Source: an optimization exercise on an open RTL-to-GDS flow (aim: small area). Production flows keep margins and buffers that such runs may drop. Only simulation tests tie the RTL to the original design; equivalence was not proved. Power is estimated from default activity; no workload was simulated.

Setup of v6:
// EF_TCC32_apb
module EF_TCC32_apb (
	input	wire 		ext_clk,
	input	wire 		PCLK,
	input	wire 		PRESETn,
	input	wire [31:0]	PADDR,
	input	wire 		PWRITE,
	input	wire 		PSEL,
	input	wire 		PENABLE,
	input	wire [31:0]	PWDATA,
	output	wire [31:0]	PRDATA,
	output	wire 		PREADY,
	output	wire 		irq
);
export LEC_CHECK = 0
export CAP_MARGIN = 20
export CORE_MARGIN = 2
export CORE_UTILIZATION = 40
export SLEW_MARGIN = 20
export SYNTH_HIERARCHICAL = 1
export SYNTH_MINIMUM_KEEP_SIZE = 0
create_clock -name core_clock -period 10.0 [get_ports {PCLK}]
run.sh (not shown) runs the stock make flow with config.mk's settings and CLKGATE_MAP_FILE= SYNTH_SCRIPT=/design/flow/synth_recipe.tcl, a recipe that flattens the netlist after the stock synthesis.
Input changes introduced in v7 (baseline for comparison: v6):
==> flow/flow/run.sh (new file) <==
#!/bin/bash
# Standard ORFS layout (the standard.sh) with two changes to how the
# layout is made:
#  - after synthesis, combinational cells that ABC sized up are set back to
#    their smallest size (flow/downsize.py); the resizer sizes up again where
#    slew, capacitance or timing need it
#  - port buffers use the smallest buffer cell (buf_1)
#  - clock tree: clkbuf_8 buffers, small sink clusters, no dummy load cells
# Each step's output goes to its own log in this folder; ORFS's own per-step
# logs stay under orfs/logs/.
set -euo pipefail
RES=orfs/results/${FLOW_PLATFORM}/EF_TCC32_apb/base
LIB=${FLOW_HOME}/platforms/${FLOW_PLATFORM}/lib/sky130_fd_sc_hd__tt_025C_1v80.lib
bash standard.sh "$PWD/$RES/1_2_yosys.v" > flow_synth.log 2>&1
python3 flow/downsize.py "$LIB" "$RES/1_2_yosys.v" > flow_downsize.log 2>&1
bash standard.sh \
  "BUFFER_PORTS_ARGS=-buffer_cell sky130_fd_sc_hd__buf_1" \
  "CTS_ARGS=-sink_clustering_enable -repair_clock_nets -dont_use_dummy_load -buf_list sky130_fd_sc_hd__clkbuf_8 -sink_clustering_size 15 -sink_clustering_max_diameter 50" \
  finish > flow_make.log 2>&1
==> flow/flow/downsize.py (new file) <==
#!/usr/bin/env python3
"""Replace every combinational cell in a Yosys netlist by the smallest-area
cell of the same family (same function and pins, e.g. nor4_2 -> nor4_1).
Flip-flops, buffers and inverters are left as they are. The placer's
repair_design and repair_timing size cells up again where slew, capacitance
or timing need it.  usage: downsize.py LIB NETLIST"""
import re, sys
lib, net = sys.argv[1], sys.argv[2]
area = {}
for c in re.split(r'\n\s*cell\s*\(', open(lib).read())[1:]:
    n = re.match(r'\s*"?(\w+)', c).group(1)
    m = re.search(r'area\s*:\s*([\d.]+)', c)
    if m:
        area[n] = float(m.group(1))
fam = {}
for n, a in area.items():
    m = re.match(r'(sky130_fd_sc_hd__\w+?)_(\d+)$', n)
    if m:
        fam.setdefault(m.group(1), []).append((a, int(m.group(2)), n))
skip = re.compile(r'__(e?s?df|dl|buf|clkbuf|inv|clkinv|bufinv|clkdly|dlygate|dlymetal|conb|tap|fill|decap|lpflow|probe|diode|macro)')
best = {}
for f, v in fam.items():
    if skip.search(f + '_'):
        continue
    v.sort()
    for a, d, n in v:
        best[n] = v[0][2]
s = open(net).read()
cnt = [0]
def rep(m):
    n = m.group(1)
    b = best.get(n, n)
    if b != n:
        cnt[0] += 1
    return b + m.group(2)
s = re.sub(r'\b(sky130_fd_sc_hd__\w+)(\s+\S+\s*\()', rep, s)
open(net, 'w').write(s)
print('downsized', cnt[0], 'cells')
==> flow/standard.sh (new file) <==
#!/bin/bash
# synth_recipe.tcl (not shown) runs the flow's synth.tcl, then flattens the netlist and writes it again
# the make line also repeats each setting of config.mk as NAME=value (left out here)
make -C /OpenROAD-flow-scripts/flow DESIGN_CONFIG=/design/flow/config.mk WORK_HOME=/design/flow/orfs CLKGATE_MAP_FILE= SYNTH_SCRIPT=/design/flow/synth_recipe.tcl "${@:-finish}"
removed: flow/run.sh
==> results.txt <==
Of the two values seen for cell with the biggest individual delay on the critical path, sky130_fd_sc_hd__edfxtp_1 was produced by v7 and sky130_fd_sc_hd__nor3_2 by v6. Effective utilization at floorplan ended up 0.22 points lower on v7 than on v6. v6 → v7: combined global-route utilization of all metal layers held steady; synthesized area shrank by about 4.6%; count of non-filler cells in the finished layout shrank by 1.9%; critical path depth grew by 28. Taking v6 as the reference, in v7 global-route met1 utilization rose by 0.34 points; fraction of standard cell area that is sequential +6.2 points; routed wire length shows a reduction of about 3%.

---

job 178:
Starting RTL as in the previous note.
==> flow/config.mk <==
export PLATFORM = sky130hd
export DESIGN_NAME = EF_TCC32_apb
export DESIGN_NICKNAME = EF_TCC32_apb
export VERILOG_FILES = /design/flow/design.v
export SDC_FILE = /design/flow/constraint.sdc
export NUM_CORES = 4
export LEC_CHECK = 0
export CAP_MARGIN = 20
export CORE_MARGIN = 2
export CORE_UTILIZATION = 40
export GPL_TIMING_DRIVEN = 0
export SLEW_MARGIN = 20
export SYNTH_HIERARCHICAL = 1
export SYNTH_MINIMUM_KEEP_SIZE = 0
==> flow/constraint.sdc <==
create_clock -name core_clock -period 10.0 [get_ports {PCLK}]
set_input_delay 2.0000 -clock core_clock [delete_from_list [all_inputs] [get_ports {PCLK}]]
set_output_delay 2.0000 -clock core_clock [all_outputs]
set_load 0.01 [all_outputs]
standard.sh (not shown) runs the stock make flow with config.mk's settings and CLKGATE_MAP_FILE= SYNTH_SCRIPT=/design/flow/synth_recipe.tcl, a recipe that flattens the netlist after the stock synthesis.
==> flow/flow/run.sh <==
#!/bin/bash
# Standard ORFS layout (the standard.sh) with two changes to how the
# layout is made:
#  - after synthesis, combinational cells that ABC sized up are set back to
#    their smallest size (flow/downsize.py); the resizer sizes up again where
#    slew, capacitance or timing need it
#  - port buffers use the smallest buffer cell (buf_1)
#  - clock tree: clkbuf_4 buffers, small sink clusters, no dummy load cells
# Each step's output goes to its own log in this folder; ORFS's own per-step
# logs stay under orfs/logs/.
set -euo pipefail
RES=orfs/results/${FLOW_PLATFORM}/EF_TCC32_apb/base
LIB=${FLOW_HOME}/platforms/${FLOW_PLATFORM}/lib/sky130_fd_sc_hd__tt_025C_1v80.lib
bash standard.sh "$PWD/$RES/1_2_yosys.v" > flow_synth.log 2>&1
python3 flow/downsize.py "$LIB" "$RES/1_2_yosys.v" > flow_downsize.log 2>&1
bash standard.sh \
  "BUFFER_PORTS_ARGS=-buffer_cell sky130_fd_sc_hd__buf_1" \
  "CTS_ARGS=-sink_clustering_enable -repair_clock_nets -dont_use_dummy_load -buf_list sky130_fd_sc_hd__clkbuf_4 -sink_clustering_size 10 -sink_clustering_max_diameter 40" \
  finish > flow_make.log 2>&1
==> flow/flow/downsize.py <==
#!/usr/bin/env python3
"""Replace every combinational cell in a Yosys netlist by the smallest-area
cell of the same family (same function and pins, e.g. nor4_2 -> nor4_1).
Flip-flops, buffers and inverters are left as they are. The placer's
repair_design and repair_timing size cells up again where slew, capacitance
or timing need it.  usage: downsize.py LIB NETLIST"""
import re, sys
lib, net = sys.argv[1], sys.argv[2]
area = {}
for c in re.split(r'\n\s*cell\s*\(', open(lib).read())[1:]:
    n = re.match(r'\s*"?(\w+)', c).group(1)
    m = re.search(r'area\s*:\s*([\d.]+)', c)
    if m:
        area[n] = float(m.group(1))
fam = {}
for n, a in area.items():
    m = re.match(r'(sky130_fd_sc_hd__\w+?)_(\d+)$', n)
    if m:
        fam.setdefault(m.group(1), []).append((a, int(m.group(2)), n))
skip = re.compile(r'__(e?s?df|dl|buf|clkbuf|inv|clkinv|bufinv|clkdly|dlygate|dlymetal|conb|tap|fill|decap|lpflow|probe|diode|macro)')
best = {}
for f, v in fam.items():
    if skip.search(f + '_'):
        continue
    v.sort()
    for a, d, n in v:
        best[n] = v[0][2]
s = open(net).read()
cnt = [0]
def rep(m):
    n = m.group(1)
    b = best.get(n, n)
    if b != n:
        cnt[0] += 1
    return b + m.group(2)
s = re.sub(r'\b(sky130_fd_sc_hd__\w+)(\s+\S+\s*\()', rep, s)
open(net, 'w').write(s)
print('downsized', cnt[0], 'cells')
Every stage of the flow completed for job 178, and the final layout passed the timing, DRC and antenna checks.
Changes in job 6574 relative to job 178:
Settings: CTS_BUF_LIST now sky130_fd_sc_hd__clkbuf_8, previously not set; CORE_UTILIZATION now 60, was 40; CTS_CLUSTER_SIZE now 20, previously not set; GPL_TIMING_DRIVEN no longer set, was 0; CTS_CLUSTER_DIAMETER now 60, previously not set.
diff --git a/flow/flow/run.sh b/flow/flow/run.sh
--- a/flow/flow/run.sh
+++ b/flow/flow/run.sh
@@ -6,5 +6,4 @@
 #    slew, capacitance or timing need it
 #  - port buffers use the smallest buffer cell (buf_1)
-#  - clock tree: clkbuf_4 buffers, small sink clusters, no dummy load cells
 # Each step's output goes to its own log in this folder; ORFS's own per-step
 # logs stay under orfs/logs/.
@@ -16,4 +15,3 @@
 bash standard.sh \
   "BUFFER_PORTS_ARGS=-buffer_cell sky130_fd_sc_hd__buf_1" \
-  "CTS_ARGS=-sink_clustering_enable -repair_clock_nets -dont_use_dummy_load -buf_list sky130_fd_sc_hd__clkbuf_4 -sink_clustering_size 10 -sink_clustering_max_diameter 40" \
   finish > flow_make.log 2>&1
### Flow results
For via count, job 6574 and job 178 come out practically identical. Non-clock buffer count went down by more than 10% going from job 178 to job 6574. Job 6574 vs. job 178: worst setup slack went down 0.13 ns, share of the final layout cell area in sequential cells rose by 1.6 points. Job 6574: flow completed, timing, DRC and antenna clean.
Modified inputs, job 9470 compared to job 6574
Settings: CTS_BUF_LIST: sky130_fd_sc_hd__clkbuf_8 -> unset; CTS_CLUSTER_DIAMETER: 60 -> unset; CTS_CLUSTER_SIZE: 20 -> unset; CORE_UTILIZATION: 60 -> 40.
diff --git a/flow/flow/run.sh b/flow/flow/run.sh
--- a/flow/flow/run.sh
+++ b/flow/flow/run.sh
@@ -6,4 +6,5 @@
 #    slew, capacitance or timing need it
 #  - port buffers use the smallest buffer cell (buf_1)
+#  - clock tree: clkbuf_4 buffers, small sink clusters, no dummy load cells
 # Each step's output goes to its own log in this folder; ORFS's own per-step
 # logs stay under orfs/logs/.
@@ -15,3 +16,4 @@
 bash standard.sh \
   "BUFFER_PORTS_ARGS=-buffer_cell sky130_fd_sc_hd__buf_1" \
+  "CTS_ARGS=-sink_clustering_enable -repair_clock_nets -dont_use_dummy_load -buf_list sky130_fd_sc_hd__clkbuf_4 -sink_clustering_size 10 -sink_clustering_max_diameter 40" \
   finish > flow_make.log 2>&1
Notes after the runs:
- | flip-flop and latch share of the layout cell area | job 9470 vs job 6574 | ≈ equal |
- Per the comparison of job 9470 with job 6574, number of vias after detailed routing now sits lower, total power after layout now sits lower, number of well taps now sits higher, met3 capacity usage during global routing now sits lower, number of diodes added for antenna fixing now sits higher.
- Route | job 9470 vs job 6574 | wire longer in job 9470
- The data arrival at the endpoint of the critical path reported for job 9470 is smaller than that of job 6574 by 0.03 ns.
- Relative to job 6574, average detailed-routed wire length per instance decreased by 1.7 µm in job 9470.
- Summary — switching part of the total power, job 9470 relative to job 6574: higher, by 0.47 points.
Changes in job 1622 relative to job 9470:
Settings: CORE_UTILIZATION: 40 -> 60.
diff --git a/flow/flow/run.sh b/flow/flow/run.sh
--- a/flow/flow/run.sh
+++ b/flow/flow/run.sh
@@ -6,5 +6,5 @@
 #    slew, capacitance or timing need it
 #  - port buffers use the smallest buffer cell (buf_1)
-#  - clock tree: clkbuf_4 buffers, small sink clusters, no dummy load cells
+#  - clock tree: clkbuf_8 buffers, small sink clusters, no dummy load cells
 # Each step's output goes to its own log in this folder; ORFS's own per-step
 # logs stay under orfs/logs/.
@@ -16,4 +16,4 @@
 bash standard.sh \
   "BUFFER_PORTS_ARGS=-buffer_cell sky130_fd_sc_hd__buf_1" \
-  "CTS_ARGS=-sink_clustering_enable -repair_clock_nets -dont_use_dummy_load -buf_list sky130_fd_sc_hd__clkbuf_4 -sink_clustering_size 10 -sink_clustering_max_diameter 40" \
+  "CTS_ARGS=-sink_clustering_enable -repair_clock_nets -dont_use_dummy_load -buf_list sky130_fd_sc_hd__clkbuf_8 -sink_clustering_size 18 -sink_clustering_max_diameter 50" \
   finish > flow_make.log 2>&1
### Flow results
Going from job 9470 to job 1622, post-layout total power now sits higher, met3 track demand over resource went up by 1.0 points. Against job 9470, job 1622 comes in about 0.5% lower on post-layout instance area. More vias were needed by job 1622 than by job 9470. Job 1622 vs. job 9470: met1 global-route usage shows an increase of 9.3 points; global-route usage shows an increase of 9.1 points; first-pass GRT wire length shows a reduction of about 2.6%; peak supply drop shows an increase of about 80%.
The inputs of job 1731 differ from those of job 1622 as listed below.
Settings: CORE_UTILIZATION now 40, was 60; SLEW_MARGIN now 10, was 20; CAP_MARGIN now 10, was 20.
diff --git a/flow/flow/run.sh b/flow/flow/run.sh
--- a/flow/flow/run.sh
+++ b/flow/flow/run.sh
@@ -16,4 +16,4 @@
 bash standard.sh \
   "BUFFER_PORTS_ARGS=-buffer_cell sky130_fd_sc_hd__buf_1" \
-  "CTS_ARGS=-sink_clustering_enable -repair_clock_nets -dont_use_dummy_load -buf_list sky130_fd_sc_hd__clkbuf_8 -sink_clustering_size 18 -sink_clustering_max_diameter 50" \
+  "CTS_ARGS=-sink_clustering_enable -repair_clock_nets -dont_use_dummy_load -buf_list sky130_fd_sc_hd__clkbuf_8 -sink_clustering_size 20 -sink_clustering_max_diameter 60" \
   finish > flow_make.log 2>&1
## What came out
- Looking at the reports, job 1731 completed the entire flow and the layout it produced met the timing, DRC and antenna checks.
- Required time of the critical path for job 1731: 0.03 ns down relative to job 1622
- Power: job 1731 draws less than job 1622
- Job 1731 vs. job 1622: aggregate routed wire length went up by 0.57%.

---

Another version of the RTL of EF_TCC32_apb (not shown whole).
Size: roughly 100 I/O pins.
clock: 10.0 ns
lec_check: 0
cap_margin: 20
core_margin: 2
core_utilization: 40
slew_margin: 20
synth_hierarchical: 1
synth_minimum_keep_size: 0
==> flow/flow/run.sh <==
#!/bin/bash
# Standard ORFS layout (the standard.sh) with two changes to how the
# layout is made:
#  - after synthesis, combinational cells that ABC sized up are set back to
#    their smallest size (flow/downsize.py); the resizer sizes up again where
#    slew, capacitance or timing need it
#  - port buffers use the smallest buffer cell (buf_1)
#  - clock tree: clkbuf_4 buffers, small sink clusters, no dummy load cells
# Each step's output goes to its own log in this folder; ORFS's own per-step
# logs stay under orfs/logs/.
set -euo pipefail
RES=orfs/results/${FLOW_PLATFORM}/EF_TCC32_apb/base
LIB=${FLOW_HOME}/platforms/${FLOW_PLATFORM}/lib/sky130_fd_sc_hd__tt_025C_1v80.lib
bash standard.sh "$PWD/$RES/1_2_yosys.v" > flow_synth.log 2>&1
python3 flow/downsize.py "$LIB" "$RES/1_2_yosys.v" > flow_downsize.log 2>&1
bash standard.sh \
  "BUFFER_PORTS_ARGS=-buffer_cell sky130_fd_sc_hd__buf_1" \
  "CTS_ARGS=-sink_clustering_enable -repair_clock_nets -dont_use_dummy_load -buf_list sky130_fd_sc_hd__clkbuf_4 -sink_clustering_size 10 -sink_clustering_max_diameter 30" \
  finish > flow_make.log 2>&1
Scripts as last shown in full above: flow/flow/downsize.py
Then changed:
--- a/flow/flow/run.sh
+++ b/flow/flow/run.sh
@@ -17,3 +17,3 @@
   "BUFFER_PORTS_ARGS=-buffer_cell sky130_fd_sc_hd__buf_1" \
-  "CTS_ARGS=-sink_clustering_enable -repair_clock_nets -dont_use_dummy_load -buf_list sky130_fd_sc_hd__clkbuf_4 -sink_clustering_size 10 -sink_clustering_max_diameter 30" \
+  "CTS_ARGS=-sink_clustering_enable -repair_clock_nets -dont_use_dummy_load -buf_list sky130_fd_sc_hd__clkbuf_4 -sink_clustering_size 10 -sink_clustering_max_diameter 40" \
   finish > flow_make.log 2>&1
Settings changed: CORE_UTILIZATION 40 to 60.
Effect: The new run ran to the end with no violations; non-clock buffer count went up by 2; area after synthesis stays the same; setup slack is worse by 0.47 ns; hold slack is better by 0.064 ns; routed wire length went down by 0.84%; cell area went down by 2.1%; maximum frequency went down by 6.5%.
Then changed:
--- a/flow/flow/run.sh
+++ b/flow/flow/run.sh
@@ -17,3 +17,3 @@
   "BUFFER_PORTS_ARGS=-buffer_cell sky130_fd_sc_hd__buf_1" \
-  "CTS_ARGS=-sink_clustering_enable -repair_clock_nets -dont_use_dummy_load -buf_list sky130_fd_sc_hd__clkbuf_4 -sink_clustering_size 10 -sink_clustering_max_diameter 40" \
+  "CTS_ARGS=-sink_clustering_enable -repair_clock_nets -dont_use_dummy_load -buf_list sky130_fd_sc_hd__clkbuf_2 -sink_clustering_size 6 -sink_clustering_max_diameter 30" \
   finish > flow_make.log 2>&1
Settings changed: CORE_UTILIZATION 60 to 40.
The new run finished clean.
Power is higher slightly.
Wire length climbs slightly.
Sequential power is about the same.
Clock power goes up by a few percent.
Sequential share of layout area shrinks by 0.73 points.
Register-to-register slack gets better by 0.44 ns.
Core utilization drops by 22 points.
Critical path depth does not change.
Clock skew rose by 0.0069 ns.
Non-clock buffer count fell by 2.
Then changed:
--- a/flow/flow/run.sh
+++ b/flow/flow/run.sh
@@ -17,3 +17,3 @@
   "BUFFER_PORTS_ARGS=-buffer_cell sky130_fd_sc_hd__buf_1" \
-  "CTS_ARGS=-sink_clustering_enable -repair_clock_nets -dont_use_dummy_load -buf_list sky130_fd_sc_hd__clkbuf_2 -sink_clustering_size 6 -sink_clustering_max_diameter 30" \
+  "CTS_ARGS=-sink_clustering_enable -repair_clock_nets -dont_use_dummy_load -buf_list sky130_fd_sc_hd__clkbuf_4 -sink_clustering_size 10 -sink_clustering_max_diameter 40" \
   finish > flow_make.log 2>&1
Settings changed: CORE_UTILIZATION 40 to 70.
Cell area went down by 1.9%.
Wire length drops by 3.7%.
Final cell count decreases by 13%.
First-iteration DRC count came out higher by 45%.
Clock power went down by 5.6%.
Clock-buffer cell count drops by 19.
Total power shrinks by 1.3%.
Setup slack loses 0.46 ns.
Non-clock buffer count rose by 2.
Via count rose by 3.0%.
Maximum frequency came out lower by 6.3%.

## re-timing with driven ports
How much do the figures lean on ideal ports? The routed layouts below were timed once more, with nothing changed but the port constraints.
Step 1, drivers: a clkbuf_16 drives PCLK and a buf_2 each remaining input, both assumed.
Step 2 adds t to the input delays and takes it off the output delays; t is the mean of the earliest and latest rising clock arrival at the registers after step 1. Input paths then give back, and output paths get back, about the clock's delay inside the block.
Three values: ideal, step 1, step 2; two values: the first two.
| run | t, ns | setup WS [ns] | worst setup path after step 2 | latest minus earliest clock arrival (ns) | worst data-port slew with drivers (ns) |
|---|---|---|---|---|---|
| v6 | 0.553 | 2.425 / 2.404 / 2.404 | input to output | 0.012 / 0.012 | 0.05 |
| v7 | 0.568 | 3.149 / 3.149 / 3.149 | register to register | 0.087 / 0.087 | 0.04 |
| job 178 | 0.623 | 3.082 / 3.082 / 3.082 | register to register | 0.067 / 0.067 | 0.04 |
| job 6574 | 0.548 | 2.949 / 2.949 / 2.949 | register to register | 0.025 / 0.025 | 0.04 |
| job 9470 | 0.688 | 3.136 / 3.136 / 3.136 | register to register | 0.100 / 0.100 | 0.04 |
| job 1622 | 0.557 | 2.961 / 2.961 / 2.961 | register to register | 0.064 / 0.064 | 0.04 |
| job 1731 | 0.545 | 3.115 / 3.115 / 3.115 | register to register | 0.083 / 0.083 | 0.04 |
| the first run of note 3 | 0.661 | 3.263 / 3.263 / 3.263 | register to register | 0.085 / 0.084 | 0.04 |
| the second run of note 3 | 0.689 | 2.793 / 2.793 / 2.793 | register to register | 0.070 / 0.070 | 0.04 |
| the third run of note 3 | 0.780 | 3.235 / 3.235 / 3.235 | register to register | 0.077 / 0.077 | 0.04 |
| the fourth run of note 3 | 0.680 | 2.778 / 2.778 / 2.778 | register to register | 0.058 / 0.058 | 0.07 |
After both steps setup and hold are still met in every run listed. The setup slack of v6, which loses most, moves by -0.021 ns with the drivers and by -0.021 ns with both steps.
